Background: an optimization exercise with open tools, aiming at small area. Do not read the settings as production practice.
In this exercise RTL edits were held to simulation tests only and were not proved equivalent to the original.
Power and IR drop assume default switching activity.

## flow/design.v (module list and top-level ports; edited modules follow where they fit)
// module full_adder: 4 lines
// module half_adder: 4 lines
// module mac_row0: 80 lines
// module mac_row1: 102 lines
// module mac_row2: 103 lines
// module mac_row3: 102 lines
// module mac_row4: 108 lines
// module mac_row5: 108 lines
// module mac_fixup: 12 lines
// module systolic_data_setup_unit: 24 lines
// module matrix_multiply_unit: 110 lines
// module mmu_top: 41 lines
module mmu_top
    #(
        parameter int MATRIX_WIDTH = 6
    )(
        input   logic clk,
        input   logic rst,
        input   logic enable,
        input   logic [8*MATRIX_WIDTH-1:0] weight_data,
        input   logic weight_signed,
        input   logic load_weight,
        input   logic [7:0] weight_addr,
        input   logic activate_weight,
        input   logic [8*MATRIX_WIDTH-1:0] data_in,
        input   logic data_signed,
        output  logic [32*MATRIX_WIDTH-1:0] result
    );
  // ...
==> flow/flow/run.sh <==
#!/bin/bash
# Layout flow: the standard flow (standard.sh, unchanged synthesis, floorplan,
# power grid, placement, routing) with two settings changed:
#  - the port buffers that global placement inserts on every input and output are
#    the smallest buffer, sky130_fd_sc_hd__buf_1 (repair may still resize them);
#  - clock tree synthesis clusters up to 24 sinks within 90 um per clkbuf_16 leaf
#    buffer and inserts no dummy loads.
# Each make step's full log stays in orfs/logs/; standard.sh's own output is in flow.log.
set -euo pipefail
cd "$(dirname "$0")/.."
bash standard.sh \
  "BUFFER_PORTS_ARGS=-buffer_cell sky130_fd_sc_hd__buf_1" \
  "CTS_ARGS=-sink_clustering_enable -repair_clock_nets -sink_clustering_size 24 -sink_clustering_max_diameter 90 -buf_list sky130_fd_sc_hd__clkbuf_16 -dont_use_dummy_load" \
  finish > flow.log 2>&1
test -s out/final.def
==> flow/standard.sh <==
#!/bin/bash
# synth_recipe.tcl (not shown) runs the flow's synth.tcl, then flattens the netlist and writes it again
# the make line also repeats each setting of config.mk as NAME=value (left out here)
make -C /OpenROAD-flow-scripts/flow DESIGN_CONFIG=/design/flow/config.mk WORK_HOME=/design/flow/orfs CLKGATE_MAP_FILE= SYNTH_SCRIPT=/design/flow/synth_recipe.tcl "${@:-finish}"
==> flow/config.mk <==
export PLATFORM = sky130hd
export DESIGN_NAME = mmu_top
export DESIGN_NICKNAME = mmu_top
export VERILOG_FILES = /design/flow/design.v
export SDC_FILE = /design/flow/constraint.sdc
export NUM_CORES = 4
export LEC_CHECK = 0
export CAP_MARGIN = 20
export CORE_MARGIN = 2
export CORE_UTILIZATION = 65
export CTS_BUF_LIST = sky130_fd_sc_hd__clkbuf_16
export CTS_CLUSTER_DIAMETER = 80
export CTS_CLUSTER_SIZE = 20
export SLEW_MARGIN = 20
export SYNTH_HIERARCHICAL = 1
export SYNTH_MINIMUM_KEEP_SIZE = 0
==> flow/constraint.sdc <==
create_clock -name core_clock -period 7.0 [get_ports {clk}]
set_input_delay 1.4000 -clock core_clock [delete_from_list [all_inputs] [get_ports {clk}]]
set_output_delay 1.4000 -clock core_clock [all_outputs]
set_load 0.01 [all_outputs]
==> report_table.html, run 1 <==
<table>
<tr><th>Metric</th><th>Value</th></tr>
<tr><th colspan="2">Outcome</th></tr>
<tr><td>Outcome</td><td>complete, no violations</td></tr>
<tr><th colspan="2">Power and ir drop</th></tr>
<tr><td>Group drawing the most power</td><td>combinational logic</td></tr>
<tr><td>Power attributed to combinational cells</td><td>34.5 mW</td></tr>
<tr><td>Flip-flop and latch power</td><td>19.7 mW</td></tr>
<tr><th colspan="2">Synthesis</th></tr>
<tr><td>Proportion of synthesized area in mux cells</td><td>0.00897</td></tr>
<tr><td>Synth area leader</td><td>sky130_fd_sc_hd__fa_1</td></tr>
<tr><td>Post-Syn Area per Cell</td><td>between 10 and 15 µm²</td></tr>
<tr><td>Fraction of the yosys area taken by sequential cells</td><td>0.352</td></tr>
<tr><td>Combinational family with the most area after synthesis</td><td>adder cells</td></tr>
<tr><td>Largest cells by area after synthesis</td><td>sky130_fd_sc_hd__fa_1 42%, sky130_fd_sc_hd__edfxtp_1 33%, sky130_fd_sc_hd__nor2_1 6.8%</td></tr>
<tr><th colspan="2">CTS</th></tr>
<tr><td>CTS tree</td><td>yes</td></tr>
<tr><td>Clock sink count</td><td>1643</td></tr>
<tr><th colspan="2">Setup path</th></tr>
<tr><td>Max Fanout on Critical Path</td><td>36</td></tr>
<tr><td>Kind of capture point of the worst setup path</td><td>flip-flop</td></tr>
<tr><td>Origin of the worst setup path</td><td>matrix_multiply_unit_tpu_core.d_byten[5][0]</td></tr>
<tr><td>Cell type of the slowest stage on the worst timing path</td><td>sky130_fd_sc_hd__edfxtp_1</td></tr>
<tr><td>Setup slack on the worst flop-to-flop path</td><td>between 1 and 1.5 ns</td></tr>
<tr><td>Endpoint arrival time on the critical path</td><td>6.31 ns</td></tr>
<tr><th colspan="2">Global routing</th></tr>
<tr><td>Maximum number of pins on one net before global-route repair</td><td>150</td></tr>
<tr><td>Global router's overall resource usage</td><td>0.271</td></tr>
<tr><th colspan="2">Final layout</th></tr>
<tr><td>Sequential cell count</td><td>roughly 1600</td></tr>
<tr><td>ClkCell Share</td><td>0.0182</td></tr>
<tr><td>Signal buf overhead</td><td>0.0189</td></tr>
<tr><td>FF+latch area</td><td>0.0480 mm²</td></tr>
<tr><td>Multi-input gate share of total cell area</td><td>0.571</td></tr>
<tr><th colspan="2">STA</th></tr>
<tr><td>RSZ-0062 raised after global routing</td><td>no</td></tr>
<tr><td>Setup violators final</td><td>0</td></tr>
<tr><td>Tightest slew margin relative to the limit</td><td>0.244</td></tr>
<tr><th colspan="2">Drt</th></tr>
<tr><td>Number of nets with antenna violations after detailed routing</td><td>0</td></tr>
<tr><th colspan="2">Die</th></tr>
<tr><td>Well tap count</td><td>2805</td></tr>
</table>
==> module mac_row0, before the edit <==
module mac_row0 (
    input  logic [7:0] dn,
    input  logic da,
    input  logic [7:0] wn,
    input  logic wb,
    output logic [16:0] s,
    output logic [1:0] cout
);
    logic n1, n2, n3, n4, n5, n6, n7, n8, n9, n10, n11, n12, n13, n14, n15, n16, n17, n18, n19, n20, n21, n22, n23, n24, n25, n26, n27, n28, n29, n30, n31, n32, n33, n34, n35, n36, n37, n38, n39, n40, n41, n42, n43, n44, n45, n46, n47, n48, n49, n50, n51, n52, n53, n54, n55, n56, n57, n58, n59, n60, n61, n62, n63, n64, n65, n66, n67, n68, n69, n70, n71, n72, n73, n74, n75, n76, n77, n78, n79, n80, n81, n82, n83, n84, n85, n86, n87, n88, n89, n90, n91, n92, n93, n94, n95, n96, n97, n98, n99, n100, n101, n102, n103, n104, n105, n106, n107, n108, n109, n110, n111, n112, n113, n114, n115, n116, n117, n118, n119, n120, n121, n122, n123, n124, n125, n126, n127, n128, n129, n130, n131, n132, n133, n134, n135;
    half_adder u1 (.a((~(dn[0] | wn[1]))), .b((~(dn[1] | wn[0]))), .s(n1), .co(n2));
    full_adder u2 (.a((~(dn[0] | wn[2]))), .b((~(dn[1] | wn[1]))), .c((~(dn[2] | wn[0]))), .s(n3), .co(n4));
    half_adder u3 (.a(n2), .b(n3), .s(n5), .co(n6));
    full_adder u4 (.a((~(dn[0] | wn[3]))), .b((~(dn[1] | wn[2]))), .c((~(dn[2] | wn[1]))), .s(n7), .co(n8));
    full_adder u5 (.a((~(dn[3] | wn[0]))), .b(n4), .c(n7), .s(n9), .co(n10));
    half_adder u6 (.a(n6), .b(n9), .s(n11), .co(n12));
    full_adder u7 (.a((~(dn[0] | wn[4]))), .b((~(dn[1] | wn[3]))), .c((~(dn[2] | wn[2]))), .s(n13), .co(n14));
    full_adder u8 (.a((~(dn[3] | wn[1]))), .b((~(dn[4] | wn[0]))), .c(n8), .s(n15), .co(n16));
    full_adder u9 (.a(n13), .b(n10), .c(n15), .s(n17), .co(n18));
    full_adder u10 (.a((~(dn[0] | wn[5]))), .b((~(dn[1] | wn[4]))), .c((~(dn[2] | wn[3]))), .s(n19), .co(n20));
    full_adder u11 (.a((~(dn[3] | wn[2]))), .b((~(dn[4] | wn[1]))), .c((~(dn[5] | wn[0]))), .s(n21), .co(n22));
    full_adder u12 (.a(n14), .b(n19), .c(n21), .s(n23), .co(n24));
    full_adder u13 (.a(n16), .b(n23), .c(n18), .s(n25), .co(n26));
    full_adder u14 (.a((~(dn[0] | wn[6]))), .b((~(dn[1] | wn[5]))), .c((~(dn[2] | wn[4]))), .s(n27), .co(n28));
    full_adder u15 (.a((~(dn[3] | wn[3]))), .b((~(dn[4] | wn[2]))), .c((~(dn[5] | wn[1]))), .s(n29), .co(n30));
    full_adder u16 (.a((~(dn[6] | wn[0]))), .b(n20), .c(n22), .s(n31), .co(n32));
    full_adder u17 (.a(n27), .b(n29), .c(n24), .s(n33), .co(n34));
    full_adder u18 (.a(n31), .b(n33), .c(n26), .s(n35), .co(n36));
    full_adder u19 (.a((~(dn[0] | wn[7]))), .b((~(dn[1] | wn[6]))), .c((~(dn[2] | wn[5]))), .s(n37), .co(n38));
    full_adder u20 (.a((~(dn[3] | wn[4]))), .b((~(dn[4] | wn[3]))), .c((~(dn[5] | wn[2]))), .s(n39), .co(n40));
    full_adder u21 (.a((~(dn[6] | wn[1]))), .b((~(dn[7] | wn[0]))), .c(n28), .s(n41), .co(n42));
    full_adder u22 (.a(n30), .b(n37), .c(n39), .s(n43), .co(n44));
    full_adder u23 (.a(n32), .b(n41), .c(n43), .s(n45), .co(n46));
    full_adder u24 (.a(n34), .b(n45), .c(n36), .s(n47), .co(n48));
    full_adder u25 (.a((~(dn[1] | wn[7]))), .b((~(dn[2] | wn[6]))), .c((~(dn[3] | wn[5]))), .s(n49), .co(n50));
    full_adder u26 (.a((~(dn[4] | wn[4]))), .b((~(dn[5] | wn[3]))), .c((~(dn[6] | wn[2]))), .s(n51), .co(n52));
    full_adder u27 (.a((~(dn[7] | wn[1]))), .b(((da & wn[0]))), .c(((wb & dn[0]))), .s(n53), .co(n54));
    full_adder u28 (.a(da), .b(wb), .c(n38), .s(n55), .co(n56));
    full_adder u29 (.a(n40), .b(n49), .c(n51), .s(n57), .co(n58));
    full_adder u30 (.a(n53), .b(n42), .c(n44), .s(n59), .co(n60));
    full_adder u31 (.a(n55), .b(n57), .c(n46), .s(n61), .co(n62));
    full_adder u32 (.a(n59), .b(n61), .c(n48), .s(n63), .co(n64));
    full_adder u33 (.a((~(dn[2] | wn[7]))), .b((~(dn[3] | wn[6]))), .c((~(dn[4] | wn[5]))), .s(n65), .co(n66));
    full_adder u34 (.a((~(dn[5] | wn[4]))), .b((~(dn[6] | wn[3]))), .c((~(dn[7] | wn[2]))), .s(n67), .co(n68));
    full_adder u35 (.a(((da & wn[1]))), .b(((wb & dn[1]))), .c(n50), .s(n69), .co(n70));
    full_adder u36 (.a(n52), .b(n54), .c(n65), .s(n71), .co(n72));
    full_adder u37 (.a(n67), .b(n56), .c(n58), .s(n73), .co(n74));
    full_adder u38 (.a(n69), .b(n71), .c(n60), .s(n75), .co(n76));
    full_adder u39 (.a(n73), .b(n62), .c(n75), .s(n77), .co(n78));
    half_adder u40 (.a(n77), .b(n64), .s(n79), .co(n80));
    full_adder u41 (.a((~(dn[3] | wn[7]))), .b((~(dn[4] | wn[6]))), .c((~(dn[5] | wn[5]))), .s(n81), .co(n82));
    full_adder u42 (.a((~(dn[6] | wn[4]))), .b((~(dn[7] | wn[3]))), .c(((da & wn[2]))), .s(n83), .co(n84));
    full_adder u43 (.a(((wb & dn[2]))), .b(n66), .c(n68), .s(n85), .co(n86));
    full_adder u44 (.a(n81), .b(n83), .c(n70), .s(n87), .co(n88));
    full_adder u45 (.a(n72), .b(n85), .c(n74), .s(n89), .co(n90));
    full_adder u46 (.a(n87), .b(n76), .c(n89), .s(n91), .co(n92));
    full_adder u47 (.a(n78), .b(n91), .c(n80), .s(n93), .co(n94));
    full_adder u48 (.a((~(dn[4] | wn[7]))), .b((~(dn[5] | wn[6]))), .c((~(dn[6] | wn[5]))), .s(n95), .co(n96));
    full_adder u49 (.a((~(dn[7] | wn[4]))), .b(((da & wn[3]))), .c(((wb & dn[3]))), .s(n97), .co(n98));
    full_adder u50 (.a(n82), .b(n84), .c(n95), .s(n99), .co(n100));
    full_adder u51 (.a(n97), .b(n86), .c(n99), .s(n101), .co(n102));
    full_adder u52 (.a(n88), .b(n101), .c(n90), .s(n103), .co(n104));
    full_adder u53 (.a(n92), .b(n103), .c(n94), .s(n105), .co(n106));
    full_adder u54 (.a((~(dn[5] | wn[7]))), .b((~(dn[6] | wn[6]))), .c((~(dn[7] | wn[5]))), .s(n107), .co(n108));
    full_adder u55 (.a(((da & wn[4]))), .b(((wb & dn[4]))), .c(n96), .s(n109), .co(n110));
    full_adder u56 (.a(n98), .b(n107), .c(n100), .s(n111), .co(n112));
    full_adder u57 (.a(n109), .b(n102), .c(n111), .s(n113), .co(n114));
    full_adder u58 (.a(n113), .b(n104), .c(n106), .s(n115), .co(n116));
    full_adder u59 (.a((~(dn[6] | wn[7]))), .b((~(dn[7] | wn[6]))), .c(((da & wn[5]))), .s(n117), .co(n118));
    full_adder u60 (.a(((wb & dn[5]))), .b(n108), .c(n117), .s(n119), .co(n120));
    full_adder u61 (.a(n110), .b(n119), .c(n112), .s(n121), .co(n122));
    half_adder u62 (.a(n114), .b(n121), .s(n123), .co(n124));
    full_adder u63 (.a((~(dn[7] | wn[7]))), .b(((da & wn[6]))), .c(((wb & dn[6]))), .s(n125), .co(n126));
    full_adder u64 (.a(n118), .b(n125), .c(n120), .s(n127), .co(n128));
    full_adder u65 (.a(n127), .b(n122), .c(n124), .s(n129), .co(n130));
    full_adder u66 (.a(((da & wn[7]))), .b(((wb & dn[7]))), .c(n126), .s(n131), .co(n132));
    full_adder u67 (.a(n131), .b(n128), .c(n130), .s(n133), .co(n134));
    assign n135 = ~(da | wb) ^ n132 ^ n134;
    assign s = {n135, n133, n129, n123, n115, n105, n93, n79, n63, n47, n35, n25, n17, n11, n5, n1, ~(dn[0] | wn[0])};
    assign cout = {n116, n12};
endmodule
==> inputs of run 2 (changes only) <==
--- a/flow/design.v
+++ b/flow/design.v
@@ -8,9 +8,11 @@
 endmodule
 module mac_row0 (
     input  logic [7:0] dn,
+    input  logic [7:0] d,
     input  logic da,
     input  logic [7:0] wn,
     input  logic wb,
+    input  logic wbn,
     output logic [16:0] s,
     output logic [1:0] cout
 );
@@ -41,7 +43,7 @@
     full_adder u24 (.a(n34), .b(n45), .c(n36), .s(n47), .co(n48));
     full_adder u25 (.a((~(dn[1] | wn[7]))), .b((~(dn[2] | wn[6]))), .c((~(dn[3] | wn[5]))), .s(n49), .co(n50));
     full_adder u26 (.a((~(dn[4] | wn[4]))), .b((~(dn[5] | wn[3]))), .c((~(dn[6] | wn[2]))), .s(n51), .co(n52));
-    full_adder u27 (.a((~(dn[7] | wn[1]))), .b(((da & wn[0]))), .c(((wb & dn[0]))), .s(n53), .co(n54));
+    full_adder u27 (.a((~(dn[7] | wn[1]))), .b(((da & wn[0]))), .c((~(wbn | d[0]))), .s(n53), .co(n54));
     full_adder u28 (.a(da), .b(wb), .c(n38), .s(n55), .co(n56));
     full_adder u29 (.a(n40), .b(n49), .c(n51), .s(n57), .co(n58));
     full_adder u30 (.a(n53), .b(n42), .c(n44), .s(n59), .co(n60));
@@ -49,7 +51,7 @@
     full_adder u32 (.a(n59), .b(n61), .c(n48), .s(n63), .co(n64));
     full_adder u33 (.a((~(dn[2] | wn[7]))), .b((~(dn[3] | wn[6]))), .c((~(dn[4] | wn[5]))), .s(n65), .co(n66));
     full_adder u34 (.a((~(dn[5] | wn[4]))), .b((~(dn[6] | wn[3]))), .c((~(dn[7] | wn[2]))), .s(n67), .co(n68));
-    full_adder u35 (.a(((da & wn[1]))), .b(((wb & dn[1]))), .c(n50), .s(n69), .co(n70));
+    full_adder u35 (.a(((da & wn[1]))), .b((~(wbn | d[1]))), .c(n50), .s(n69), .co(n70));
     full_adder u36 (.a(n52), .b(n54), .c(n65), .s(n71), .co(n72));
     full_adder u37 (.a(n67), .b(n56), .c(n58), .s(n73), .co(n74));
     full_adder u38 (.a(n69), .b(n71), .c(n60), .s(n75), .co(n76));
@@ -57,30 +59,30 @@
     half_adder u40 (.a(n77), .b(n64), .s(n79), .co(n80));
     full_adder u41 (.a((~(dn[3] | wn[7]))), .b((~(dn[4] | wn[6]))), .c((~(dn[5] | wn[5]))), .s(n81), .co(n82));
     full_adder u42 (.a((~(dn[6] | wn[4]))), .b((~(dn[7] | wn[3]))), .c(((da & wn[2]))), .s(n83), .co(n84));
-    full_adder u43 (.a(((wb & dn[2]))), .b(n66), .c(n68), .s(n85), .co(n86));
+    full_adder u43 (.a((~(wbn | d[2]))), .b(n66), .c(n68), .s(n85), .co(n86));
     full_adder u44 (.a(n81), .b(n83), .c(n70), .s(n87), .co(n88));
     full_adder u45 (.a(n72), .b(n85), .c(n74), .s(n89), .co(n90));
     full_adder u46 (.a(n87), .b(n76), .c(n89), .s(n91), .co(n92));
     full_adder u47 (.a(n78), .b(n91), .c(n80), .s(n93), .co(n94));
     full_adder u48 (.a((~(dn[4] | wn[7]))), .b((~(dn[5] | wn[6]))), .c((~(dn[6] | wn[5]))), .s(n95), .co(n96));
-    full_adder u49 (.a((~(dn[7] | wn[4]))), .b(((da & wn[3]))), .c(((wb & dn[3]))), .s(n97), .co(n98));
+    full_adder u49 (.a((~(dn[7] | wn[4]))), .b(((da & wn[3]))), .c((~(wbn | d[3]))), .s(n97), .co(n98));
     full_adder u50 (.a(n82), .b(n84), .c(n95), .s(n99), .co(n100));
     full_adder u51 (.a(n97), .b(n86), .c(n99), .s(n101), .co(n102));
     full_adder u52 (.a(n88), .b(n101), .c(n90), .s(n103), .co(n104));
     full_adder u53 (.a(n92), .b(n103), .c(n94), .s(n105), .co(n106));
     full_adder u54 (.a((~(dn[5] | wn[7]))), .b((~(dn[6] | wn[6]))), .c((~(dn[7] | wn[5]))), .s(n107), .co(n108));
-    full_adder u55 (.a(((da & wn[4]))), .b(((wb & dn[4]))), .c(n96), .s(n109), .co(n110));
+    full_adder u55 (.a(((da & wn[4]))), .b((~(wbn | d[4]))), .c(n96), .s(n109), .co(n110));
     full_adder u56 (.a(n98), .b(n107), .c(n100), .s(n111), .co(n112));
     full_adder u57 (.a(n109), .b(n102), .c(n111), .s(n113), .co(n114));
     full_adder u58 (.a(n113), .b(n104), .c(n106), .s(n115), .co(n116));
     full_adder u59 (.a((~(dn[6] | wn[7]))), .b((~(dn[7] | wn[6]))), .c(((da & wn[5]))), .s(n117), .co(n118));
-    full_adder u60 (.a(((wb & dn[5]))), .b(n108), .c(n117), .s(n119), .co(n120));
+    full_adder u60 (.a((~(wbn | d[5]))), .b(n108), .c(n117), .s(n119), .co(n120));
     full_adder u61 (.a(n110), .b(n119), .c(n112), .s(n121), .co(n122));
     half_adder u62 (.a(n114), .b(n121), .s(n123), .co(n124));
-    full_adder u63 (.a((~(dn[7] | wn[7]))), .b(((da & wn[6]))), .c(((wb & dn[6]))), .s(n125), .co(n126));
+    full_adder u63 (.a((~(dn[7] | wn[7]))), .b(((da & wn[6]))), .c((~(wbn | d[6]))), .s(n125), .co(n126));
     full_adder u64 (.a(n118), .b(n125), .c(n120), .s(n127), .co(n128));
     full_adder u65 (.a(n127), .b(n122), .c(n124), .s(n129), .co(n130));
-    full_adder u66 (.a(((da & wn[7]))), .b(((wb & dn[7]))), .c(n126), .s(n131), .co(n132));
+    full_adder u66 (.a(((da & wn[7]))), .b((~(wbn | d[7]))), .c(n126), .s(n131), .co(n132));
     full_adder u67 (.a(n131), .b(n128), .c(n130), .s(n133), .co(n134));
     assign n135 = ~(da | wb) ^ n132 ^ n134;
     assign s = {n135, n133, n129, n123, n115, n105, n93, n79, n63, n47, n35, n25, n17, n11, n5, n1, ~(dn[0] | wn[0])};
@@ -88,9 +90,11 @@
 endmodule
 module mac_row1 (
     input  logic [7:0] dn,
+    input  logic [7:0] d,
     input  logic da,
     input  logic [7:0] wn,
     input  logic wb,
+    input  logic wbn,
     input  logic [16:0] uin,
     input  logic [1:0] cin,
     output logic [17:0] s,
@@ -134,7 +138,7 @@
     full_adder u35 (.a(uin[8]), .b((~(dn[1] | wn[7]))), .c((~(dn[2] | wn[6]))), .s(n69), .co(n70));
     full_adder u36 (.a((~(dn[3] | wn[5]))), .b((~(dn[4] | wn[4]))), .c((~(dn[5] | wn[3]))), .s(n71), .co(n72));
     full_adder u37 (.a((~(dn[6] | wn[2]))), .b((~(dn[7] | wn[1]))), .c(((da & wn[0]))), .s(n73), .co(n74));
-    full_adder u38 (.a(((wb & dn[0]))), .b(da), .c(wb), .s(n75), .co(n76));
+    full_adder u38 (.a((~(wbn | d[0]))), .b(da), .c(wb), .s(n75), .co(n76));
     full_adder u39 (.a(n56), .b(n58), .c(n60), .s(n77), .co(n78));
     full_adder u40 (.a(n69), .b(n71), .c(n73), .s(n79), .co(n80));
     full_adder u41 (.a(n75), .b(n62), .c(n77), .s(n81), .co(n82));
@@ -142,7 +146,7 @@
     full_adder u43 (.a(n66), .b(n83), .c(n68), .s(n85), .co(n86));
     full_adder u44 (.a(uin[9]), .b((~(dn[2] | wn[7]))), .c((~(dn[3] | wn[6]))), .s(n87), .co(n88));
     full_adder u45 (.a((~(dn[4] | wn[5]))), .b((~(dn[5] | wn[4]))), .c((~(dn[6] | wn[3]))), .s(n89), .co(n90));
-    full_adder u46 (.a((~(dn[7] | wn[2]))), .b(((da & wn[1]))), .c(((wb & dn[1]))), .s(n91), .co(n92));
+    full_adder u46 (.a((~(dn[7] | wn[2]))), .b(((da & wn[1]))), .c((~(wbn | d[1]))), .s(n91), .co(n92));
     full_adder u47 (.a(n70), .b(n72), .c(n74), .s(n93), .co(n94));
     full_adder u48 (.a(n76), .b(n87), .c(n89), .s(n95), .co(n96));
     full_adder u49 (.a(n91), .b(n78), .c(n80), .s(n97), .co(n98));
@@ -151,7 +155,7 @@
     half_adder u52 (.a(n101), .b(n86), .s(n103), .co(n104));
     full_adder u53 (.a(uin[10]), .b((~(dn[3] | wn[7]))), .c((~(dn[4] | wn[6]))), .s(n105), .co(n106));
     full_adder u54 (.a((~(dn[5] | wn[5]))), .b((~(dn[6] | wn[4]))), .c((~(dn[7] | wn[3]))), .s(n107), .co(n108));
-    full_adder u55 (.a(((da & wn[2]))), .b(((wb & dn[2]))), .c(n88), .s(n109), .co(n110));
+    full_adder u55 (.a(((da & wn[2]))), .b((~(wbn | d[2]))), .c(n88), .s(n109), .co(n110));
     full_adder u56 (.a(n90), .b(n92), .c(n105), .s(n111), .co(n112));
     full_adder u57 (.a(n107), .b(n94), .c(n96), .s(n113), .co(n114));
     full_adder u58 (.a(n109), .b(n111), .c(n98), .s(n115), .co(n116));
@@ -159,27 +163,27 @@
     full_adder u60 (.a(n102), .b(n117), .c(n104), .s(n119), .co(n120));
     full_adder u61 (.a(uin[11]), .b((~(dn[4] | wn[7]))), .c((~(dn[5] | wn[6]))), .s(n121), .co(n122));
     full_adder u62 (.a((~(dn[6] | wn[5]))), .b((~(dn[7] | wn[4]))), .c(((da & wn[3]))), .s(n123), .co(n124));
-    full_adder u63 (.a(((wb & dn[3]))), .b(n106), .c(n108), .s(n125), .co(n126));
+    full_adder u63 (.a((~(wbn | d[3]))), .b(n106), .c(n108), .s(n125), .co(n126));
     full_adder u64 (.a(n121), .b(n123), .c(n110), .s(n127), .co(n128));
     full_adder u65 (.a(n112), .b(n125), .c(n114), .s(n129), .co(n130));
     full_adder u66 (.a(n127), .b(n116), .c(n129), .s(n131), .co(n132));
     full_adder u67 (.a(n118), .b(n131), .c(n120), .s(n133), .co(n134));
     full_adder u68 (.a(uin[12]), .b((~(dn[5] | wn[7]))), .c((~(dn[6] | wn[6]))), .s(n135), .co(n136));
-    full_adder u69 (.a((~(dn[7] | wn[5]))), .b(((da & wn[4]))), .c(((wb & dn[4]))), .s(n137), .co(n138));
+    full_adder u69 (.a((~(dn[7] | wn[5]))), .b(((da & wn[4]))), .c((~(wbn | d[4]))), .s(n137), .co(n138));
     full_adder u70 (.a(n122), .b(n124), .c(n135), .s(n139), .co(n140));
     full_adder u71 (.a(n137), .b(n126), .c(n139), .s(n141), .co(n142));
     full_adder u72 (.a(n128), .b(n141), .c(n130), .s(n143), .co(n144));
     full_adder u73 (.a(n132), .b(n143), .c(n134), .s(n145), .co(n146));
     full_adder u74 (.a(uin[13]), .b(cin[1]), .c((~(dn[6] | wn[7]))), .s(n147), .co(n148));
-    full_adder u75 (.a((~(dn[7] | wn[6]))), .b(((da & wn[5]))), .c(((wb & dn[5]))), .s(n149), .co(n150));
+    full_adder u75 (.a((~(dn[7] | wn[6]))), .b(((da & wn[5]))), .c((~(wbn | d[5]))), .s(n149), .co(n150));
     full_adder u76 (.a(n136), .b(n138), .c(n147), .s(n151), .co(n152));
     full_adder u77 (.a(n149), .b(n140), .c(n151), .s(n153), .co(n154));
     full_adder u78 (.a(n142), .b(n153), .c(n144), .s(n155), .co(n156));
     full_adder u79 (.a(uin[14]), .b((~(dn[7] | wn[7]))), .c(((da & wn[6]))), .s(n157), .co(n158));
-    full_adder u80 (.a(((wb & dn[6]))), .b(n148), .c(n150), .s(n159), .co(n160));
+    full_adder u80 (.a((~(wbn | d[6]))), .b(n148), .c(n150), .s(n159), .co(n160));
     full_adder u81 (.a(n157), .b(n152), .c(n159), .s(n161), .co(n162));
     full_adder u82 (.a(n154), .b(n161), .c(n156), .s(n163), .co(n164));
-    full_adder u83 (.a(uin[15]), .b(((da & wn[7]))), .c(((wb & dn[7]))), .s(n165), .co(n166));
+    full_adder u83 (.a(uin[15]), .b(((da & wn[7]))), .c((~(wbn | d[7]))), .s(n165), .co(n166));
     full_adder u84 (.a(n158), .b(n165), .c(n160), .s(n167), .co(n168));
     full_adder u85 (.a(n162), .b(n167), .c(n164), .s(n169), .co(n170));
     full_adder u86 (.a(uin[16]), .b((~(da | wb))), .c(n166), .s(n171), .co(n172));
@@ -190,9 +194,11 @@
 endmodule
 module mac_row2 (
     input  logic [7:0] dn,
+    input  logic [7:0] d,
     input  logic da,
     input  logic [7:0] wn,
     input  logic wb,
+    input  logic wbn,
     input  logic [17:0] uin,
     input  logic [1:0] cin,
     output logic [18:0] s,
@@ -236,7 +242,7 @@
     full_adder u35 (.a(uin[8]), .b((~(dn[1] | wn[7]))), .c((~(dn[2] | wn[6]))), .s(n69), .co(n70));
     full_adder u36 (.a((~(dn[3] | wn[5]))), .b((~(dn[4] | wn[4]))), .c((~(dn[5] | wn[3]))), .s(n71), .co(n72));
     full_adder u37 (.a((~(dn[6] | wn[2]))), .b((~(dn[7] | wn[1]))), .c(((da & wn[0]))), .s(n73), .co(n74));
-    full_adder u38 (.a(((wb & dn[0]))), .b(da), .c(wb), .s(n75), .co(n76));
+    full_adder u38 (.a((~(wbn | d[0]))), .b(da), .c(wb), .s(n75), .co(n76));
     full_adder u39 (.a(n54), .b(n56), .c(n58), .s(n77), .co(n78));
     full_adder u40 (.a(n69), .b(n71), .c(n73), .s(n79), .co(n80));
     full_adder u41 (.a(n75), .b(n60), .c(n62), .s(n81), .co(n82));
@@ -245,7 +251,7 @@
     half_adder u44 (.a(n68), .b(n85), .s(n87), .co(n88));
     full_adder u45 (.a(uin[9]), .b((~(dn[2] | wn[7]))), .c((~(dn[3] | wn[6]))), .s(n89), .co(n90));
     full_adder u46 (.a((~(dn[4] | wn[5]))), .b((~(dn[5] | wn[4]))), .c((~(dn[6] | wn[3]))), .s(n91), .co(n92));
-    full_adder u47 (.a((~(dn[7] | wn[2]))), .b(((da & wn[1]))), .c(((wb & dn[1]))), .s(n93), .co(n94));
+    full_adder u47 (.a((~(dn[7] | wn[2]))), .b(((da & wn[1]))), .c((~(wbn | d[1]))), .s(n93), .co(n94));
     full_adder u48 (.a(n70), .b(n72), .c(n74), .s(n95), .co(n96));
     full_adder u49 (.a(n76), .b(n89), .c(n91), .s(n97), .co(n98));
     full_adder u50 (.a(n93), .b(n78), .c(n80), .s(n99), .co(n100));
@@ -254,7 +260,7 @@
     full_adder u53 (.a(n103), .b(n86), .c(n88), .s(n105), .co(n106));
     full_adder u54 (.a(uin[10]), .b((~(dn[3] | wn[7]))), .c((~(dn[4] | wn[6]))), .s(n107), .co(n108));
     full_adder u55 (.a((~(dn[5] | wn[5]))), .b((~(dn[6] | wn[4]))), .c((~(dn[7] | wn[3]))), .s(n109), .co(n110));
-    full_adder u56 (.a(((da & wn[2]))), .b(((wb & dn[2]))), .c(n90), .s(n111), .co(n112));
+    full_adder u56 (.a(((da & wn[2]))), .b((~(wbn | d[2]))), .c(n90), .s(n111), .co(n112));
     full_adder u57 (.a(n92), .b(n94), .c(n107), .s(n113), .co(n114));
     full_adder u58 (.a(n109), .b(n96), .c(n98), .s(n115), .co(n116));
     full_adder u59 (.a(n111), .b(n113), .c(n100), .s(n117), .co(n118));
@@ -262,27 +268,27 @@
     full_adder u61 (.a(n104), .b(n119), .c(n106), .s(n121), .co(n122));
     full_adder u62 (.a(uin[11]), .b((~(dn[4] | wn[7]))), .c((~(dn[5] | wn[6]))), .s(n123), .co(n124));
     full_adder u63 (.a((~(dn[6] | wn[5]))), .b((~(dn[7] | wn[4]))), .c(((da & wn[3]))), .s(n125), .co(n126));
-    full_adder u64 (.a(((wb & dn[3]))), .b(n108), .c(n110), .s(n127), .co(n128));
+    full_adder u64 (.a((~(wbn | d[3]))), .b(n108), .c(n110), .s(n127), .co(n128));
     full_adder u65 (.a(n123), .b(n125), .c(n112), .s(n129), .co(n130));
     full_adder u66 (.a(n114), .b(n127), .c(n116), .s(n131), .co(n132));
     full_adder u67 (.a(n129), .b(n118), .c(n131), .s(n133), .co(n134));
     full_adder u68 (.a(n120), .b(n133), .c(n122), .s(n135), .co(n136));
     full_adder u69 (.a(uin[12]), .b((~(dn[5] | wn[7]))), .c((~(dn[6] | wn[6]))), .s(n137), .co(n138));
-    full_adder u70 (.a((~(dn[7] | wn[5]))), .b(((da & wn[4]))), .c(((wb & dn[4]))), .s(n139), .co(n140));
+    full_adder u70 (.a((~(dn[7] | wn[5]))), .b(((da & wn[4]))), .c((~(wbn | d[4]))), .s(n139), .co(n140));
     full_adder u71 (.a(n124), .b(n126), .c(n137), .s(n141), .co(n142));
     full_adder u72 (.a(n139), .b(n128), .c(n141), .s(n143), .co(n144));
     full_adder u73 (.a(n130), .b(n143), .c(n132), .s(n145), .co(n146));
     full_adder u74 (.a(n134), .b(n145), .c(n136), .s(n147), .co(n148));
     full_adder u75 (.a(uin[13]), .b(cin[1]), .c((~(dn[6] | wn[7]))), .s(n149), .co(n150));
-    full_adder u76 (.a((~(dn[7] | wn[6]))), .b(((da & wn[5]))), .c(((wb & dn[5]))), .s(n151), .co(n152));
+    full_adder u76 (.a((~(dn[7] | wn[6]))), .b(((da & wn[5]))), .c((~(wbn | d[5]))), .s(n151), .co(n152));
     full_adder u77 (.a(n138), .b(n140), .c(n149), .s(n153), .co(n154));
     full_adder u78 (.a(n151), .b(n142), .c(n153), .s(n155), .co(n156));
     full_adder u79 (.a(n144), .b(n155), .c(n146), .s(n157), .co(n158));
     full_adder u80 (.a(uin[14]), .b((~(dn[7] | wn[7]))), .c(((da & wn[6]))), .s(n159), .co(n160));
-    full_adder u81 (.a(((wb & dn[6]))), .b(n150), .c(n152), .s(n161), .co(n162));
+    full_adder u81 (.a((~(wbn | d[6]))), .b(n150), .c(n152), .s(n161), .co(n162));
     full_adder u82 (.a(n159), .b(n154), .c(n161), .s(n163), .co(n164));
     full_adder u83 (.a(n156), .b(n163), .c(n158), .s(n165), .co(n166));
-    full_adder u84 (.a(uin[15]), .b(((da & wn[7]))), .c(((wb & dn[7]))), .s(n167), .co(n168));
+    full_adder u84 (.a(uin[15]), .b(((da & wn[7]))), .c((~(wbn | d[7]))), .s(n167), .co(n168));
     full_adder u85 (.a(n160), .b(n167), .c(n162), .s(n169), .co(n170));
     full_adder u86 (.a(n164), .b(n169), .c(n166), .s(n171), .co(n172));
     full_adder u87 (.a(uin[16]), .b((~(da | wb))), .c(n168), .s(n173), .co(n174));
@@ -293,9 +299,11 @@
 endmodule
 module mac_row3 (
     input  logic [7:0] dn,
+    input  logic [7:0] d,
     input  logic da,
     input  logic [7:0] wn,
     input  logic wb,
+    input  logic wbn,
     input  logic [18:0] uin,
     input  logic [1:0] cin,
     output logic [18:0] s,
@@ -338,7 +346,7 @@
     full_adder u34 (.a(uin[8]), .b((~(dn[1] | wn[7]))), .c((~(dn[2] | wn[6]))), .s(n67), .co(n68));
     full_adder u35 (.a((~(dn[3] | wn[5]))), .b((~(dn[4] | wn[4]))), .c((~(dn[5] | wn[3]))), .s(n69), .co(n70));
     full_adder u36 (.a((~(dn[6] | wn[2]))), .b((~(dn[7] | wn[1]))), .c(((da & wn[0]))), .s(n71), .co(n72));
-    full_adder u37 (.a(((wb & dn[0]))), .b(da), .c(wb), .s(n73), .co(n74));
+    full_adder u37 (.a((~(wbn | d[0]))), .b(da), .c(wb), .s(n73), .co(n74));
     full_adder u38 (.a(n54), .b(n56), .c(n58), .s(n75), .co(n76));
     full_adder u39 (.a(n67), .b(n69), .c(n71), .s(n77), .co(n78));
     full_adder u40 (.a(n73), .b(n60), .c(n75), .s(n79), .co(n80));
@@ -346,7 +354,7 @@
     full_adder u42 (.a(n64), .b(n81), .c(n66), .s(n83), .co(n84));
     full_adder u43 (.a(uin[9]), .b((~(dn[2] | wn[7]))), .c((~(dn[3] | wn[6]))), .s(n85), .co(n86));
     full_adder u44 (.a((~(dn[4] | wn[5]))), .b((~(dn[5] | wn[4]))), .c((~(dn[6] | wn[3]))), .s(n87), .co(n88));
-    full_adder u45 (.a((~(dn[7] | wn[2]))), .b(((da & wn[1]))), .c(((wb & dn[1]))), .s(n89), .co(n90));
+    full_adder u45 (.a((~(dn[7] | wn[2]))), .b(((da & wn[1]))), .c((~(wbn | d[1]))), .s(n89), .co(n90));
     full_adder u46 (.a(n68), .b(n70), .c(n72), .s(n91), .co(n92));
     full_adder u47 (.a(n74), .b(n85), .c(n87), .s(n93), .co(n94));
     full_adder u48 (.a(n89), .b(n76), .c(n78), .s(n95), .co(n96));
@@ -355,7 +363,7 @@
     half_adder u51 (.a(n99), .b(n84), .s(n101), .co(n102));
     full_adder u52 (.a(uin[10]), .b((~(dn[3] | wn[7]))), .c((~(dn[4] | wn[6]))), .s(n103), .co(n104));
     full_adder u53 (.a((~(dn[5] | wn[5]))), .b((~(dn[6] | wn[4]))), .c((~(dn[7] | wn[3]))), .s(n105), .co(n106));
-    full_adder u54 (.a(((da & wn[2]))), .b(((wb & dn[2]))), .c(n86), .s(n107), .co(n108));
+    full_adder u54 (.a(((da & wn[2]))), .b((~(wbn | d[2]))), .c(n86), .s(n107), .co(n108));
     full_adder u55 (.a(n88), .b(n90), .c(n103), .s(n109), .co(n110));
     full_adder u56 (.a(n105), .b(n92), .c(n94), .s(n111), .co(n112));
     full_adder u57 (.a(n107), .b(n109), .c(n96), .s(n113), .co(n114));
@@ -363,27 +371,27 @@
     full_adder u59 (.a(n100), .b(n115), .c(n102), .s(n117), .co(n118));
     full_adder u60 (.a(uin[11]), .b((~(dn[4] | wn[7]))), .c((~(dn[5] | wn[6]))), .s(n119), .co(n120));
     full_adder u61 (.a((~(dn[6] | wn[5]))), .b((~(dn[7] | wn[4]))), .c(((da & wn[3]))), .s(n121), .co(n122));
-    full_adder u62 (.a(((wb & dn[3]))), .b(n104), .c(n106), .s(n123), .co(n124));
+    full_adder u62 (.a((~(wbn | d[3]))), .b(n104), .c(n106), .s(n123), .co(n124));
     full_adder u63 (.a(n119), .b(n121), .c(n108), .s(n125), .co(n126));
     full_adder u64 (.a(n110), .b(n123), .c(n112), .s(n127), .co(n128));
     full_adder u65 (.a(n125), .b(n114), .c(n127), .s(n129), .co(n130));
     full_adder u66 (.a(n116), .b(n129), .c(n118), .s(n131), .co(n132));
     full_adder u67 (.a(uin[12]), .b((~(dn[5] | wn[7]))), .c((~(dn[6] | wn[6]))), .s(n133), .co(n134));
-    full_adder u68 (.a((~(dn[7] | wn[5]))), .b(((da & wn[4]))), .c(((wb & dn[4]))), .s(n135), .co(n136));
+    full_adder u68 (.a((~(dn[7] | wn[5]))), .b(((da & wn[4]))), .c((~(wbn | d[4]))), .s(n135), .co(n136));
     full_adder u69 (.a(n120), .b(n122), .c(n133), .s(n137), .co(n138));
     full_adder u70 (.a(n135), .b(n124), .c(n137), .s(n139), .co(n140));
     full_adder u71 (.a(n126), .b(n139), .c(n128), .s(n141), .co(n142));
     full_adder u72 (.a(n130), .b(n141), .c(n132), .s(n143), .co(n144));
     full_adder u73 (.a(uin[13]), .b(cin[1]), .c((~(dn[6] | wn[7]))), .s(n145), .co(n146));
-    full_adder u74 (.a((~(dn[7] | wn[6]))), .b(((da & wn[5]))), .c(((wb & dn[5]))), .s(n147), .co(n148));
+    full_adder u74 (.a((~(dn[7] | wn[6]))), .b(((da & wn[5]))), .c((~(wbn | d[5]))), .s(n147), .co(n148));
     full_adder u75 (.a(n134), .b(n136), .c(n145), .s(n149), .co(n150));
     full_adder u76 (.a(n147), .b(n138), .c(n149), .s(n151), .co(n152));
     full_adder u77 (.a(n140), .b(n151), .c(n142), .s(n153), .co(n154));
     full_adder u78 (.a(uin[14]), .b((~(dn[7] | wn[7]))), .c(((da & wn[6]))), .s(n155), .co(n156));
-    full_adder u79 (.a(((wb & dn[6]))), .b(n146), .c(n148), .s(n157), .co(n158));
+    full_adder u79 (.a((~(wbn | d[6]))), .b(n146), .c(n148), .s(n157), .co(n158));
     full_adder u80 (.a(n155), .b(n150), .c(n157), .s(n159), .co(n160));
     full_adder u81 (.a(n152), .b(n159), .c(n154), .s(n161), .co(n162));
-    full_adder u82 (.a(uin[15]), .b(((da & wn[7]))), .c(((wb & dn[7]))), .s(n163), .co(n164));
+    full_adder u82 (.a(uin[15]), .b(((da & wn[7]))), .c((~(wbn | d[7]))), .s(n163), .co(n164));
     full_adder u83 (.a(n156), .b(n163), .c(n158), .s(n165), .co(n166));
     full_adder u84 (.a(n160), .b(n165), .c(n162), .s(n167), .co(n168));
     full_adder u85 (.a(uin[16]), .b((~(da | wb))), .c(n164), .s(n169), .co(n170));
@@ -395,9 +403,11 @@
 endmodule
 module mac_row4 (
     input  logic [7:0] dn,
+    input  logic [7:0] d,
     input  logic da,
     input  logic [7:0] wn,
     input  logic wb,
+    input  logic wbn,
     input  logic [18:0] uin,
     input  logic [1:0] cin,
     output logic [18:0] s,
@@ -441,7 +451,7 @@
     full_adder u35 (.a(uin[8]), .b((~(dn[1] | wn[7]))), .c((~(dn[2] | wn[6]))), .s(n69), .co(n70));
     full_adder u36 (.a((~(dn[3] | wn[5]))), .b((~(dn[4] | wn[4]))), .c((~(dn[5] | wn[3]))), .s(n71), .co(n72));
     full_adder u37 (.a((~(dn[6] | wn[2]))), .b((~(dn[7] | wn[1]))), .c(((da & wn[0]))), .s(n73), .co(n74));
-    full_adder u38 (.a(((wb & dn[0]))), .b(da), .c(wb), .s(n75), .co(n76));
+    full_adder u38 (.a((~(wbn | d[0]))), .b(da), .c(wb), .s(n75), .co(n76));
     full_adder u39 (.a(n56), .b(n58), .c(n60), .s(n77), .co(n78));
     full_adder u40 (.a(n69), .b(n71), .c(n73), .s(n79), .co(n80));
     full_adder u41 (.a(n75), .b(n62), .c(n77), .s(n81), .co(n82));
@@ -449,7 +459,7 @@
     full_adder u43 (.a(n66), .b(n83), .c(n68), .s(n85), .co(n86));
     full_adder u44 (.a(uin[9]), .b((~(dn[2] | wn[7]))), .c((~(dn[3] | wn[6]))), .s(n87), .co(n88));
     full_adder u45 (.a((~(dn[4] | wn[5]))), .b((~(dn[5] | wn[4]))), .c((~(dn[6] | wn[3]))), .s(n89), .co(n90));
-    full_adder u46 (.a((~(dn[7] | wn[2]))), .b(((da & wn[1]))), .c(((wb & dn[1]))), .s(n91), .co(n92));
+    full_adder u46 (.a((~(dn[7] | wn[2]))), .b(((da & wn[1]))), .c((~(wbn | d[1]))), .s(n91), .co(n92));
     full_adder u47 (.a(n70), .b(n72), .c(n74), .s(n93), .co(n94));
     full_adder u48 (.a(n76), .b(n87), .c(n89), .s(n95), .co(n96));
     full_adder u49 (.a(n91), .b(n78), .c(n80), .s(n97), .co(n98));
@@ -458,7 +468,7 @@
     half_adder u52 (.a(n101), .b(n86), .s(n103), .co(n104));
     full_adder u53 (.a(uin[10]), .b((~(dn[3] | wn[7]))), .c((~(dn[4] | wn[6]))), .s(n105), .co(n106));
     full_adder u54 (.a((~(dn[5] | wn[5]))), .b((~(dn[6] | wn[4]))), .c((~(dn[7] | wn[3]))), .s(n107), .co(n108));
-    full_adder u55 (.a(((da & wn[2]))), .b(((wb & dn[2]))), .c(n88), .s(n109), .co(n110));
+    full_adder u55 (.a(((da & wn[2]))), .b((~(wbn | d[2]))), .c(n88), .s(n109), .co(n110));
     full_adder u56 (.a(n90), .b(n92), .c(n105), .s(n111), .co(n112));
     full_adder u57 (.a(n107), .b(n94), .c(n96), .s(n113), .co(n114));
     full_adder u58 (.a(n109), .b(n111), .c(n98), .s(n115), .co(n116));
@@ -466,28 +476,28 @@
     full_adder u60 (.a(n102), .b(n117), .c(n104), .s(n119), .co(n120));
     full_adder u61 (.a(uin[11]), .b((~(dn[4] | wn[7]))), .c((~(dn[5] | wn[6]))), .s(n121), .co(n122));
     full_adder u62 (.a((~(dn[6] | wn[5]))), .b((~(dn[7] | wn[4]))), .c(((da & wn[3]))), .s(n123), .co(n124));
-    full_adder u63 (.a(((wb & dn[3]))), .b(n106), .c(n108), .s(n125), .co(n126));
+    full_adder u63 (.a((~(wbn | d[3]))), .b(n106), .c(n108), .s(n125), .co(n126));
     full_adder u64 (.a(n121), .b(n123), .c(n110), .s(n127), .co(n128));
     full_adder u65 (.a(n112), .b(n125), .c(n114), .s(n129), .co(n130));
     full_adder u66 (.a(n127), .b(n116), .c(n129), .s(n131), .co(n132));
     full_adder u67 (.a(n118), .b(n131), .c(n120), .s(n133), .co(n134));
     full_adder u68 (.a(uin[12]), .b((~(dn[5] | wn[7]))), .c((~(dn[6] | wn[6]))), .s(n135), .co(n136));
-    full_adder u69 (.a((~(dn[7] | wn[5]))), .b(((da & wn[4]))), .c(((wb & dn[4]))), .s(n137), .co(n138));
+    full_adder u69 (.a((~(dn[7] | wn[5]))), .b(((da & wn[4]))), .c((~(wbn | d[4]))), .s(n137), .co(n138));
     full_adder u70 (.a(n122), .b(n124), .c(n135), .s(n139), .co(n140));
     full_adder u71 (.a(n137), .b(n126), .c(n139), .s(n141), .co(n142));
     full_adder u72 (.a(n128), .b(n141), .c(n130), .s(n143), .co(n144));
     full_adder u73 (.a(n132), .b(n143), .c(n134), .s(n145), .co(n146));
     full_adder u74 (.a(uin[13]), .b(cin[1]), .c((~(dn[6] | wn[7]))), .s(n147), .co(n148));
-    full_adder u75 (.a((~(dn[7] | wn[6]))), .b(((da & wn[5]))), .c(((wb & dn[5]))), .s(n149), .co(n150));
+    full_adder u75 (.a((~(dn[7] | wn[6]))), .b(((da & wn[5]))), .c((~(wbn | d[5]))), .s(n149), .co(n150));
     full_adder u76 (.a(n136), .b(n138), .c(n147), .s(n151), .co(n152));
     full_adder u77 (.a(n149), .b(n140), .c(n151), .s(n153), .co(n154));
     full_adder u78 (.a(n142), .b(n153), .c(n144), .s(n155), .co(n156));
     half_adder u79 (.a(n155), .b(n146), .s(n157), .co(n158));
     full_adder u80 (.a(uin[14]), .b((~(dn[7] | wn[7]))), .c(((da & wn[6]))), .s(n159), .co(n160));
-    full_adder u81 (.a(((wb & dn[6]))), .b(n148), .c(n150), .s(n161), .co(n162));
+    full_adder u81 (.a((~(wbn | d[6]))), .b(n148), .c(n150), .s(n161), .co(n162));
     full_adder u82 (.a(n159), .b(n152), .c(n161), .s(n163), .co(n164));
     full_adder u83 (.a(n154), .b(n163), .c(n156), .s(n165), .co(n166));
-    full_adder u84 (.a(uin[15]), .b(((da & wn[7]))), .c(((wb & dn[7]))), .s(n167), .co(n168));
+    full_adder u84 (.a(uin[15]), .b(((da & wn[7]))), .c((~(wbn | d[7]))), .s(n167), .co(n168));
     full_adder u85 (.a(n160), .b(n167), .c(n162), .s(n169), .co(n170));
     full_adder u86 (.a(n164), .b(n169), .c(n166), .s(n171), .co(n172));
     full_adder u87 (.a(uin[16]), .b((~(da | wb))), .c(n168), .s(n173), .co(n174));
@@ -503,9 +513,11 @@
 endmodule
 module mac_row5 (
     input  logic [7:0] dn,
+    input  logic [7:0] d,
     input  logic da,
     input  logic [7:0] wn,
     input  logic wb,
+    input  logic wbn,
     input  logic [18:0] uin,
     input  logic [1:0] cin,
     output logic [19:0] s,
@@ -551,7 +563,7 @@
     full_adder u37 (.a(uin[8]), .b((~(dn[1] | wn[7]))), .c((~(dn[2] | wn[6]))), .s(n73), .co(n74));
     full_adder u38 (.a((~(dn[3] | wn[5]))), .b((~(dn[4] | wn[4]))), .c((~(dn[5] | wn[3]))), .s(n75), .co(n76));
     full_adder u39 (.a((~(dn[6] | wn[2]))), .b((~(dn[7] | wn[1]))), .c(((da & wn[0]))), .s(n77), .co(n78));
-    full_adder u40 (.a(((wb & dn[0]))), .b(da), .c(wb), .s(n79), .co(n80));
+    full_adder u40 (.a((~(wbn | d[0]))), .b(da), .c(wb), .s(n79), .co(n80));
     full_adder u41 (.a(n58), .b(n60), .c(n62), .s(n81), .co(n82));
     full_adder u42 (.a(n73), .b(n75), .c(n77), .s(n83), .co(n84));
     full_adder u43 (.a(n79), .b(n64), .c(n66), .s(n85), .co(n86));
@@ -560,7 +572,7 @@
     half_adder u46 (.a(n89), .b(n72), .s(n91), .co(n92));
     full_adder u47 (.a(uin[9]), .b((~(dn[2] | wn[7]))), .c((~(dn[3] | wn[6]))), .s(n93), .co(n94));
     full_adder u48 (.a((~(dn[4] | wn[5]))), .b((~(dn[5] | wn[4]))), .c((~(dn[6] | wn[3]))), .s(n95), .co(n96));
-    full_adder u49 (.a((~(dn[7] | wn[2]))), .b(((da & wn[1]))), .c(((wb & dn[1]))), .s(n97), .co(n98));
+    full_adder u49 (.a((~(dn[7] | wn[2]))), .b(((da & wn[1]))), .c((~(wbn | d[1]))), .s(n97), .co(n98));
     full_adder u50 (.a(n74), .b(n76), .c(n78), .s(n99), .co(n100));
     full_adder u51 (.a(n80), .b(n93), .c(n95), .s(n101), .co(n102));
     full_adder u52 (.a(n97), .b(n82), .c(n84), .s(n103), .co(n104));
@@ -569,7 +581,7 @@
     full_adder u55 (.a(n107), .b(n90), .c(n92), .s(n109), .co(n110));
     full_adder u56 (.a(uin[10]), .b((~(dn[3] | wn[7]))), .c((~(dn[4] | wn[6]))), .s(n111), .co(n112));
     full_adder u57 (.a((~(dn[5] | wn[5]))), .b((~(dn[6] | wn[4]))), .c((~(dn[7] | wn[3]))), .s(n113), .co(n114));
-    full_adder u58 (.a(((da & wn[2]))), .b(((wb & dn[2]))), .c(n94), .s(n115), .co(n116));
+    full_adder u58 (.a(((da & wn[2]))), .b((~(wbn | d[2]))), .c(n94), .s(n115), .co(n116));
     full_adder u59 (.a(n96), .b(n98), .c(n111), .s(n117), .co(n118));
     full_adder u60 (.a(n113), .b(n100), .c(n102), .s(n119), .co(n120));
     full_adder u61 (.a(n115), .b(n117), .c(n104), .s(n121), .co(n122));
@@ -577,27 +589,27 @@
     full_adder u63 (.a(n108), .b(n123), .c(n110), .s(n125), .co(n126));
     full_adder u64 (.a(uin[11]), .b((~(dn[4] | wn[7]))), .c((~(dn[5] | wn[6]))), .s(n127), .co(n128));
     full_adder u65 (.a((~(dn[6] | wn[5]))), .b((~(dn[7] | wn[4]))), .c(((da & wn[3]))), .s(n129), .co(n130));
-    full_adder u66 (.a(((wb & dn[3]))), .b(n112), .c(n114), .s(n131), .co(n132));
+    full_adder u66 (.a((~(wbn | d[3]))), .b(n112), .c(n114), .s(n131), .co(n132));
     full_adder u67 (.a(n127), .b(n129), .c(n116), .s(n133), .co(n134));
     full_adder u68 (.a(n118), .b(n131), .c(n120), .s(n135), .co(n136));
     full_adder u69 (.a(n133), .b(n122), .c(n135), .s(n137), .co(n138));
     full_adder u70 (.a(n124), .b(n137), .c(n126), .s(n139), .co(n140));
     full_adder u71 (.a(uin[12]), .b((~(dn[5] | wn[7]))), .c((~(dn[6] | wn[6]))), .s(n141), .co(n142));
-    full_adder u72 (.a((~(dn[7] | wn[5]))), .b(((da & wn[4]))), .c(((wb & dn[4]))), .s(n143), .co(n144));
+    full_adder u72 (.a((~(dn[7] | wn[5]))), .b(((da & wn[4]))), .c((~(wbn | d[4]))), .s(n143), .co(n144));
     full_adder u73 (.a(n128), .b(n130), .c(n141), .s(n145), .co(n146));
     full_adder u74 (.a(n143), .b(n132), .c(n145), .s(n147), .co(n148));
     full_adder u75 (.a(n134), .b(n147), .c(n136), .s(n149), .co(n150));
     half_adder u76 (.a(n138), .b(n149), .s(n151), .co(n152));
     full_adder u77 (.a(uin[13]), .b((~(dn[6] | wn[7]))), .c((~(dn[7] | wn[6]))), .s(n153), .co(n154));
-    full_adder u78 (.a(((da & wn[5]))), .b(((wb & dn[5]))), .c(n142), .s(n155), .co(n156));
+    full_adder u78 (.a(((da & wn[5]))), .b((~(wbn | d[5]))), .c(n142), .s(n155), .co(n156));
     full_adder u79 (.a(n144), .b(n153), .c(n146), .s(n157), .co(n158));
     full_adder u80 (.a(n155), .b(n148), .c(n157), .s(n159), .co(n160));
     full_adder u81 (.a(n159), .b(n150), .c(n152), .s(n161), .co(n162));
     full_adder u82 (.a(uin[14]), .b(cin[1]), .c((~(dn[7] | wn[7]))), .s(n163), .co(n164));
-    full_adder u83 (.a(((da & wn[6]))), .b(((wb & dn[6]))), .c(n154), .s(n165), .co(n166));
+    full_adder u83 (.a(((da & wn[6]))), .b((~(wbn | d[6]))), .c(n154), .s(n165), .co(n166));
     full_adder u84 (.a(n163), .b(n156), .c(n165), .s(n167), .co(n168));
     full_adder u85 (.a(n158), .b(n167), .c(n160), .s(n169), .co(n170));
-    full_adder u86 (.a(uin[15]), .b(((da & wn[7]))), .c(((wb & dn[7]))), .s(n171), .co(n172));
+    full_adder u86 (.a(uin[15]), .b(((da & wn[7]))), .c((~(wbn | d[7]))), .s(n171), .co(n172));
     full_adder u87 (.a(n164), .b(n171), .c(n166), .s(n173), .co(n174));
     full_adder u88 (.a(n168), .b(n173), .c(n170), .s(n175), .co(n176));
     full_adder u89 (.a(uin[16]), .b((~(da | wb))), .c(n172), .s(n177), .co(n178));
@@ -727,12 +739,12 @@
             logic [18:0] u2, u3, u4, s2, s3, s4;
             logic [19:0] u5, s5, r5, r5_ns;
             logic [1:0]  c0, c1, c2, c3, c4, c5, co0, co1, co2, co3, co4, co5;
-            mac_row0 m0 (.dn(d_byten[0]), .da(d_sgn[0]), .wn(act_wn[0][8*j +: 8]), .wb(act_s[0] & ~act_wn[0][8*j+7]), .s(s0), .cout(co0));
-            mac_row1 m1 (.dn(d_byten[1]), .da(d_sgn[1]), .wn(act_wn[1][8*j +: 8]), .wb(act_s[1] & ~act_wn[1][8*j+7]), .uin(u0), .cin(c0), .s(s1), .cout(co1));
-            mac_row2 m2 (.dn(d_byten[2]), .da(d_sgn[2]), .wn(act_wn[2][8*j +: 8]), .wb(act_s[2] & ~act_wn[2][8*j+7]), .uin(u1), .cin(c1), .s(s2), .cout(co2));
-            mac_row3 m3 (.dn(d_byten[3]), .da(d_sgn[3]), .wn(act_wn[3][8*j +: 8]), .wb(act_s[3] & ~act_wn[3][8*j+7]), .uin(u2), .cin(c2), .s(s3), .cout(co3));
-            mac_row4 m4 (.dn(d_byten[4]), .da(d_sgn[4]), .wn(act_wn[4][8*j +: 8]), .wb(act_s[4] & ~act_wn[4][8*j+7]), .uin(u3), .cin(c3), .s(s4), .cout(co4));
-            mac_row5 m5 (.dn(d_byten[5]), .da(d_sgn[5]), .wn(act_wn[5][8*j +: 8]), .wb(act_s[5] & ~act_wn[5][8*j+7]), .uin(u4), .cin(c4), .s(s5), .cout(co5));
+            mac_row0 m0 (.dn(d_byten[0]), .d(~d_byten[0]), .da(d_sgn[0]), .wn(act_wn[0][8*j +: 8]), .wb(act_s[0] & ~act_wn[0][8*j+7]), .wbn(~(act_s[0] & ~act_wn[0][8*j+7])), .s(s0), .cout(co0));
+            mac_row1 m1 (.dn(d_byten[1]), .d(~d_byten[1]), .da(d_sgn[1]), .wn(act_wn[1][8*j +: 8]), .wb(act_s[1] & ~act_wn[1][8*j+7]), .wbn(~(act_s[1] & ~act_wn[1][8*j+7])), .uin(u0), .cin(c0), .s(s1), .cout(co1));
+            mac_row2 m2 (.dn(d_byten[2]), .d(~d_byten[2]), .da(d_sgn[2]), .wn(act_wn[2][8*j +: 8]), .wb(act_s[2] & ~act_wn[2][8*j+7]), .wbn(~(act_s[2] & ~act_wn[2][8*j+7])), .uin(u1), .cin(c1), .s(s2), .cout(co2));
+            mac_row3 m3 (.dn(d_byten[3]), .d(~d_byten[3]), .da(d_sgn[3]), .wn(act_wn[3][8*j +: 8]), .wb(act_s[3] & ~act_wn[3][8*j+7]), .wbn(~(act_s[3] & ~act_wn[3][8*j+7])), .uin(u2), .cin(c2), .s(s3), .cout(co3));
+            mac_row4 m4 (.dn(d_byten[4]), .d(~d_byten[4]), .da(d_sgn[4]), .wn(act_wn[4][8*j +: 8]), .wb(act_s[4] & ~act_wn[4][8*j+7]), .wbn(~(act_s[4] & ~act_wn[4][8*j+7])), .uin(u3), .cin(c3), .s(s4), .cout(co4));
+            mac_row5 m5 (.dn(d_byten[5]), .d(~d_byten[5]), .da(d_sgn[5]), .wn(act_wn[5][8*j +: 8]), .wb(act_s[5] & ~act_wn[5][8*j+7]), .wbn(~(act_s[5] & ~act_wn[5][8*j+7])), .uin(u4), .cin(c4), .s(s5), .cout(co5));
             mac_fixup fx (.u(u5), .c(c5), .r(r5_ns));
             always_ff @(posedge clk) begin
                 if (enable) begin
==> report_table.html, run 2 <==
<table>
<tr><th>Metric</th><th>Value</th></tr>
<tr><th colspan="2">Outcome</th></tr>
<tr><td>Outcome</td><td>complete, no violations (unchanged)</td></tr>
<tr><th colspan="2">Drt</th></tr>
<tr><td>Wire length per cell</td><td>25.6 µm (was 23.9 µm)</td></tr>
<tr><td>Number of nets with antenna violations after detailed routing</td><td>0 (unchanged)</td></tr>
<tr><td>Total via count after detailed routing</td><td>67000 (was 66100)</td></tr>
<tr><td>Number of design-rule violations left by the first detailed-router iteration</td><td>5843 (was 5502)</td></tr>
<tr><td>DRC violation count after routing</td><td>0 (unchanged)</td></tr>
<tr><th colspan="2">CTS</th></tr>
<tr><td>Clock buffer depth</td><td>3 (unchanged)</td></tr>
<tr><td>Total clock buffers created by CTS</td><td>100 (was 96)</td></tr>
<tr><td>Root buffer cell</td><td>sky130_fd_sc_hd__clkbuf_16 (unchanged)</td></tr>
<tr><td>Clock sink count</td><td>1643 (unchanged)</td></tr>
<tr><td>CTS tree</td><td>yes (unchanged)</td></tr>
<tr><th colspan="2">Setup path</th></tr>
<tr><td>Kind of capture point of the worst setup path</td><td>flip-flop (unchanged)</td></tr>
<tr><td>Reg2reg path depth</td><td>13 (was 14)</td></tr>
<tr><td>Max Fanout on Critical Path</td><td>40 (was 36)</td></tr>
<tr><td>Endpoint arrival time on the critical path</td><td>6.28 ns (was 6.31 ns)</td></tr>
<tr><td>Setup slack on the worst flop-to-flop path</td><td>1.25 ns (was 1.20 ns)</td></tr>
<tr><td>Cell type of the slowest stage on the worst timing path</td><td>sky130_fd_sc_hd__edfxtp_1 (unchanged)</td></tr>
<tr><td>Terminus of the critical flop-to-flop path</td><td>matrix_multiply_unit_tpu_core.g_col[2].u3[18] (was matrix_multiply_unit_tpu_core.g_col[0].u5[11])</td></tr>
<tr><td>Origin of the worst setup path</td><td>matrix_multiply_unit_tpu_core.d_sgn[3] (was matrix_multiply_unit_tpu_core.d_byten[5][0])</td></tr>
<tr><th colspan="2">Final layout</th></tr>
<tr><td>Proportion of layout cells with a drive suffix above 1</td><td>0.0244 (was 0.0247)</td></tr>
<tr><th colspan="2">Global routing</th></tr>
<tr><td>Number of global-route vias before repair</td><td>75400 (was 73800)</td></tr>
<tr><td>Maximum number of pins on one net before global-route repair</td><td>163 (was 150)</td></tr>
<tr><td>Global router's overall resource usage</td><td>0.290 (was 0.271)</td></tr>
<tr><td>First-pass GRT wire length</td><td>456000 µm (was 437000 µm)</td></tr>
<tr><td>Met2 capacity usage during global routing</td><td>0.447 (was 0.412)</td></tr>
<tr><th colspan="2">Synthesis</th></tr>
<tr><td>Combinational family with the most area after synthesis</td><td>adder cells (unchanged)</td></tr>
<tr><td>Proportion of synthesized area in mux cells</td><td>0.00906 (was 0.00897)</td></tr>
<tr><td>Post-Syn Area per Cell</td><td>13.7 µm² (was 14.0 µm²)</td></tr>
<tr><td>Yosys Warn Count</td><td>19 (unchanged)</td></tr>
<tr><td>Fraction of the yosys area taken by sequential cells</td><td>0.356 (was 0.352)</td></tr>
<tr><td>Complex-gate fraction of the synthesized area</td><td>0.000390 (was 0.000386)</td></tr>
<tr><td>Cell count after synthesis</td><td>9827 (was 9707)</td></tr>
<tr><td>Flip-flop and latch count after synthesis</td><td>1643 (unchanged)</td></tr>
<tr><td>Most frequently used cell type in the post-synthesis netlist</td><td>sky130_fd_sc_hd__fa_1 (unchanged)</td></tr>
<tr><td>Synthesized net count</td><td>13100 (was 12900)</td></tr>
<tr><td>Largest cells by area after synthesis</td><td>sky130_fd_sc_hd__fa_1 42%, sky130_fd_sc_hd__edfxtp_1 34%, sky130_fd_sc_hd__nor2_1 7.7% (was sky130_fd_sc_hd__fa_1 42%, sky130_fd_sc_hd__edfxtp_1 33%, sky130_fd_sc_hd__nor2_1 6.8%)</td></tr>
<tr><td>Synth area leader</td><td>sky130_fd_sc_hd__fa_1 (unchanged)</td></tr>
<tr><th colspan="2">STA</th></tr>
<tr><td>Worst slack on hold paths</td><td>0.384 ns (was 0.379 ns)</td></tr>
<tr><td>RSZ-0062 raised after global routing</td><td>no (unchanged)</td></tr>
<tr><td>Setup violators final</td><td>0 (unchanged)</td></tr>
<tr><td>Tightest slew margin relative to the limit</td><td>0.282 (was 0.244)</td></tr>
<tr><td>Slew at the pin closest to its max-slew limit</td><td>1.08 ns (was 1.13 ns)</td></tr>
<tr><th colspan="2">Die</th></tr>
<tr><td>Number of rows created at floorplan</td><td>167 (was 168)</td></tr>
<tr><td>Height of the chip</td><td>459 µm (was 462 µm)</td></tr>
<tr><td>IO Count</td><td>303 (unchanged)</td></tr>
<tr><th colspan="2">Placed design</th></tr>
<tr><td>Cell count after placement</td><td>11400 (about the same)</td></tr>
<tr><th colspan="2">Min path</th></tr>
<tr><td>Endpoint of the worst hold-timing path</td><td>matrix_multiply_unit_tpu_core.act_wn[2][8] (was matrix_multiply_unit_tpu_core.act_wn[3][38])</td></tr>
<tr><th colspan="2">Power and ir drop</th></tr>
<tr><td>Overall power consumption</td><td>61.1 mW (was 59.8 mW)</td></tr>
<tr><td>Peak supply drop</td><td>0.307 mV (was 0.250 mV)</td></tr>
</table>
run 2: cells by family after synthesis:
kind of cell,after synthesis
simple gates,3164
fa+ha+maj,3116
buf+inv,1739
flops,1643
mux,122
xor+xnor,37
compound gates,6
run 2: power breakdown:
group	switching, mW	internal, mW	total [mW]
sequential	2.03	17.7	19.7
combinational	18.7	16.9	35.7
clock	3.14	2.52	5.66
run 2: modules after synthesis, one instance, submodules excluded, excerpt:
module	flip-flops and latches	area (µm²)	cells inside	copies in the design
mac_row5	0	648	124	6
mac_row3	0	626	120	6
mac_row0	0	562	118	6
full_adder	0	20.0	1	2826
mac_fixup	0	159	21	6
half_adder	0	12.5	1	276
mac_row4	0	614	124	6
mac_row2	0	617	119	6
mac_row1	0	618	119	6
run 2: worst max path at each step:
stage,endpoint,slack (ns),depth (start not counted)
floorplan,matrix_multiply_unit_tpu_core.g_col[0].u3[18],1.47,13
global placement,matrix_multiply_unit_tpu_core.g_col[3].u4[18],1.38,13
detailed placement,matrix_multiply_unit_tpu_core.g_col[2].u3[18],1.26,13
CTS,matrix_multiply_unit_tpu_core.g_col[3].u4[18],1.28,13
global route,matrix_multiply_unit_tpu_core.g_col[5].u3[12],1.11,13
finish,matrix_multiply_unit_tpu_core.g_col[2].u3[18],1.25,13
run 2: through the flow:
| step | setup slack, ns | cell area, µm² |
|---|---|---|
| finish | 1.25 | 132000 |
| global route | 1.11 | 132000 |
| CTS | 1.28 | 132000 |
| detailed placement | 1.26 | 129000 |
| global placement | 1.38 | 129000 |
| floorplan | 1.47 | 135000 |
run 2: area by class of cell:
type,count,area (µm²),area share
multi-input cells,6445,74800,0.568
flip-flops and latches,1643,48000,0.364
well taps,2704,3380,0.0257
clock buffers,100,2500,0.0190
repair buffers,400,2410,0.0183
inverters,168,631,0.00479
diodes,5,12.5,0.0000950
run 2: per-layer routing:
| layer | share of wire | vias to the layer above |
|---|---|---|
| met3 | 0.072 | 490 |
| met1 | 0.43 | 36100 |
| met2 | 0.46 | 2803 |
| met4 | 0.039 | 2 |
| li1 | - | 27700 |
| met5 | 0.000044 | - |
run 2: worst max-delay path, delay by kind of cell (launching register included):
kind                       cells  cell delay (ns)
xor gates and xnor gates       1             0.17
adders and majority gates     10             3.99
buffers and inverters          1             0.34
DFF                            1             0.77
and+or+nand+nor                1             0.22

==> separate check: timing with driven ports <==
No port has a modelled driver above. Below, the same layouts with a new extraction and two added sets of constraints. Step 1 assumes that a clkbuf_16 drives the clock port and a buf_2 every other input. Step 2 times the ports against the registers' clock, not the clock port: input delays grow and output delays shrink by t, the midpoint of the rising clock arrivals with the driver on. a / b / c = ideal ports / drivers / drivers and shift; a / b = the first two.
| run | shift t [ns] | setup slack, ns | worst hold slack (ns) |
|---|---|---|---|
| run 1 | 0.834 | 1.202 / 1.202 / 1.202 | 0.379 / 0.379 / 0.379 |
| run 2 | 0.839 | 1.250 / 1.250 / 1.250 | 0.384 / 0.384 / 0.384 |
After both steps every run listed still meets setup and hold.
